This design comes from an exercise in tuning for small area on the open sky130 flow, not from production work.
Only simulation tests tie the RTL to the original design; equivalence was not proved.
The clock port is modelled as an ideal driver; clocking choices that lean on that would not hold on a real chip.
Power is estimated from default activity; no workload was simulated.

// sd_slv_top
module sd_slv_top(CLK, rst, CMD_i, CMD_o, CMD_oe, DATA_o, DATA_oe);
  input        CLK;
  input        rst;
  input        CMD_i;   
  output       CMD_o;   
  output       CMD_oe;  
  output [3:0] DATA_o;  
  output [3:0] DATA_oe; 
  wire         CMD;     
  wire  [ 5:0] ind;
  wire         ok;
  wire  [ 3:0] cmd_c;
  wire      e_acmd_41;
  wire         size;
  wire         rsp_end;
  wire         crc_clrq;
  wire         cmd_inq2;
  wire         crc_calc_enq;
  wire   [6:0] crc_clac;
  wire         rsp_oe;
  wire         rsp_od;
  wire         rsp_oe1;
  wire         rsp_od1;
  wire         crc_calc;
  wire         rsp_clrq;
  wire         rca_ok;
  wire [  9:0] blk_len_by;
  wire [  1:0] bus_width;
  wire [  2:0] c_state;
  wire [  9:0] start_add_q;
  wire       clr_mx;
  wire       din_mx;
  wire       cen_mx;
  wire       ind_clr;
  wire [3:0] rsp_sel =
    (cmd_c == 4'd10) ? (rca_ok ? 4'd0 : 4'd1) :
    (cmd_c == 4'd9 ) ? (rca_ok ? 4'd9 : 4'd1) :
    cmd_c;
  wire start_rsp = cmd_c != 4'd1;
  assign CMD    = rsp_oe1 ? rsp_od1 : CMD_i;
  assign CMD_o  = rsp_od1;
  assign CMD_oe = rsp_oe1;
  sd_slv_cmr u_cmr (
    .rst(rst),
    .clk(CLK),
    .cmd_in(CMD),
    .ind_clr(ind_clr),
    .size(size ),
    .ind(ind),
    .ok (ok ),
    .rsp_end(rsp_end),
    .acmd_06(cmd_c == 4'd4),
    .crc_clrq(crc_clrq),
    .cmd_inq2(cmd_inq2),
    .crc_calc_enq(crc_calc_enq),
    .crc_clac(crc_clac),
    .rca_ok(rca_ok),
    .cmd_16     (cmd_c == 4'd6),
    .cmd_17     (cmd_c == 4'd7),
  ...
Size: ~940 cells after synthesis, ~13 I/O pins.
clock: 10.0 ns
lec_check: 0
cap_margin: 20
core_margin: 2
core_utilization: 80
place_density: 0.9
slew_margin: 20
standard.sh (not shown) runs the stock make flow with config.mk's settings and CLKGATE_MAP_FILE= SYNTH_SCRIPT=/design/flow/synth_recipe.tcl, a recipe that flattens the netlist after the stock synthesis.
==> flow/flow/run.sh <==
#!/bin/bash
# Own flow: the standard layout (standard.sh) with three changes.
# 1. After the standard synthesis, the combinational logic is mapped again
#    by Yosys/ABC for area (reopt.tcl). The flip-flops are left exactly as
#    the standard synthesis made them: same instances, names and cells.
# 2. The clock tree is built without dummy load cells, with sink clusters of
#    up to 30 registers within 100 um (CTS_ARGS replaces ORFS's
#    clock_tree_synthesis arguments).
# 3. The port buffers are the smallest buffer (BUFFER_PORTS_ARGS).
# Each tool's output goes to a log of its own in the work folder.
set -euo pipefail
export CTS_ARGS="-sink_clustering_enable -repair_clock_nets -sink_clustering_size 30 -sink_clustering_max_diameter 100 -dont_use_dummy_load -root_buf sky130_fd_sc_hd__clkbuf_8 -sink_clustering_buffer sky130_fd_sc_hd__clkbuf_16"
export BUFFER_PORTS_ARGS="-buffer_cell sky130_fd_sc_hd__buf_1"

bash standard.sh synth > synth.log 2>&1

R=orfs/results/sky130hd/sd_slv_top/base
cp "$R/1_2_yosys.v" 1_2_yosys_standard.v
YOSYS=yosys
if [[ -x "$FLOW_HOME/../tools/install/yosys/bin/yosys" ]]; then
  YOSYS="$FLOW_HOME/../tools/install/yosys/bin/yosys"
fi
export REOPT_LIB="$FLOW_HOME/platforms/sky130hd/lib/sky130_fd_sc_hd__tt_025C_1v80.lib"
export REOPT_IN=1_2_yosys_standard.v
export REOPT_OUT=1_2_yosys_reopt.v
"$YOSYS" -c flow/reopt.tcl > reopt.log 2>&1
cp 1_2_yosys_reopt.v "$R/1_2_yosys.v"
rm -f "$R/1_synth.odb" "$R/1_synth.sdc"

bash standard.sh > standard.log 2>&1
Other scripts of this flow, unchanged in this note and not shown: flow/flow/reopt.tcl
==> next run, changes <==
Settings changed: CORE_UTILIZATION 80 to 70, PLACE_DENSITY 0.9 to 0.85.
Count of clock-buffer cells in the layout is unchanged; setup slack gains 0.20 ns; final cell count goes up by 1.1%; total power is lower by 0.90%; sequential cell count is unchanged; core utilization falls by 11 points; wire length fell by 15%; first-iteration DRC count is lower by 21%; critical path depth is unchanged; final area stays flat; die area came out higher by 14%.


sd_slv_top again, from the RTL that the note above started with.
Design sd_slv_top, start of the top module:
module sd_slv_top(CLK, rst, CMD_i, CMD_o, CMD_oe, DATA_o, DATA_oe);
Settings: LEC_CHECK=0, CAP_MARGIN=20, CORE_MARGIN=2, CORE_UTILIZATION=70, CTS_CLUSTER_DIAMETER=60, CTS_CLUSTER_SIZE=30, PLACE_DENSITY=0.85, SLEW_MARGIN=20; clock period 10.0 ns.
run.sh (not shown) runs the stock make flow with config.mk's settings and CLKGATE_MAP_FILE= SYNTH_SCRIPT=/design/flow/synth_recipe.tcl, a recipe that flattens the netlist after the stock synthesis.
Stock flow here: none of the scripts above is used.
Edit:
==> flow/flow/run.sh (new file) <==
#!/bin/bash
# Own flow: the standard layout, with the clock tree built without
# dummy load cells (CTS_ARGS replaces ORFS's clock_tree_synthesis arguments).
set -euo pipefail
export CTS_ARGS="-sink_clustering_enable -repair_clock_nets -sink_clustering_size 30 -sink_clustering_max_diameter 60 -dont_use_dummy_load"
bash standard.sh > standard.log 2>&1
==> flow/standard.sh (new file) <==
#!/bin/bash
# synth_recipe.tcl (not shown) runs the flow's synth.tcl, then flattens the netlist and writes it again
# the make line also repeats each setting of config.mk as NAME=value (left out here)
make -C /OpenROAD-flow-scripts/flow DESIGN_CONFIG=/design/flow/config.mk WORK_HOME=/design/flow/orfs CLKGATE_MAP_FILE= SYNTH_SCRIPT=/design/flow/synth_recipe.tcl "${@:-finish}"
CTS_CLUSTER_DIAMETER = default   (was 60)
CTS_CLUSTER_SIZE = default   (was 30)
removed: flow/run.sh
Routed wire length is about the same; hold slack barely changes; first-iteration DRC count falls by 1.0%.
Edit:
==> flow/flow/run.sh (replaced) <==
#!/bin/bash
# Own flow: the standard layout (standard.sh), with two changes:
# - the clock tree is built without dummy load cells, with sink clusters of
#   up to 35 registers within 80 um (CTS_ARGS replaces ORFS's
#   clock_tree_synthesis arguments);
# - the port buffers are the smallest buffer (BUFFER_PORTS_ARGS).
set -euo pipefail
export CTS_ARGS="-sink_clustering_enable -repair_clock_nets -sink_clustering_size 35 -sink_clustering_max_diameter 80 -dont_use_dummy_load"
export BUFFER_PORTS_ARGS="-buffer_cell sky130_fd_sc_hd__buf_1"
bash standard.sh > standard.log 2>&1
Outcome:
- synthesized cell count is unchanged
- wire length is lower slightly
- critical path depth is unchanged
- non-clock buffer count is lower by 1
Edit:
==> flow/flow/run.sh (replaced) <==
#!/bin/bash
# Own flow: the standard layout (standard.sh), with two changes:
# - the clock tree is built without dummy load cells, with sink clusters of
#   up to 30 registers within 100 um (CTS_ARGS replaces ORFS's
#   clock_tree_synthesis arguments);
# - the port buffers are the smallest buffer (BUFFER_PORTS_ARGS).
set -euo pipefail
export CTS_ARGS="-sink_clustering_enable -repair_clock_nets -sink_clustering_size 30 -sink_clustering_max_diameter 100 -dont_use_dummy_load"
export BUFFER_PORTS_ARGS="-buffer_cell sky130_fd_sc_hd__buf_1"
bash standard.sh > standard.log 2>&1
=> The new run ran to the end with no violations; clock power is about the same; design area stays the same; register-to-register slack gets better by 0.05 ns; via count shrinks by 0.73%; non-clock buffer count does not change; first-iteration DRC count grows by 10%; wire length stays flat; count of clock-buffer cells in the layout does not change.
Edit:
==> flow/flow/run.sh (replaced) <==
#!/bin/bash
# Own flow: the standard layout, with the clock tree built without
# dummy load cells (CTS_ARGS replaces ORFS's clock_tree_synthesis arguments).
set -euo pipefail
export CTS_ARGS="-sink_clustering_enable -repair_clock_nets -sink_clustering_size 30 -sink_clustering_max_diameter 60 -dont_use_dummy_load -buf_list {sky130_fd_sc_hd__clkbuf_8 sky130_fd_sc_hd__clkbuf_16}"
bash standard.sh > standard.log 2>&1
Result: Power went up by 3.4%. Utilization is higher by 1.0 points. Synthesized cell count does not change. First-iteration DRC count goes up by about 9%. Setup slack got worse by 0.43 ns. Via count goes up by about 1%. Cell count is higher by 0.32%. Wire length grows by about 1.5%. Sequential cell count does not change. Global-route usage rose by 0.32 points.

[afterwards: timing with drivers on the ports]
In the flow no input, the clock included, has a driving cell. The finished layouts below were timed again as built, in two steps.
Step 1: set_driving_cell puts a clkbuf_16 on CLK and a buf_2 on each other input, an assumption about the parent block.
Step 2 also shifts input and output timing later by t, the mid clock arrival at the registers, as if the neighbouring blocks saw the same clock.
Three values: ideal ports, drivers, drivers and shift; two values: the first two.
run | t (ns) | setup slack, ns | pins driven straight from the clock port
the first run of note 1 | 0.528 | 6.295 / 6.295 / 6.295 | 1
the second run of note 1 | 0.524 | 6.498 / 6.490 / 6.498 | 1
the first run of note 2 | 0.529 | 6.090 / 6.045 / 6.302 | 1
the second run of note 2 | 0.516 | 6.103 / 6.058 / 6.318 | 1
the third run of note 2 | 0.508 | 6.530 / 6.484 / 6.514 | 1
the fourth run of note 2 | 0.496 | 6.529 / 6.486 / 6.504 | 1
the fifth run of note 2 | 0.516 | 6.103 / 6.058 / 6.318 | 1
After both steps setup and hold are still met in every run listed. The setup slack of the fourth run of note 2, which loses most, moves by -0.043 ns with the drivers and by -0.025 ns with both steps.
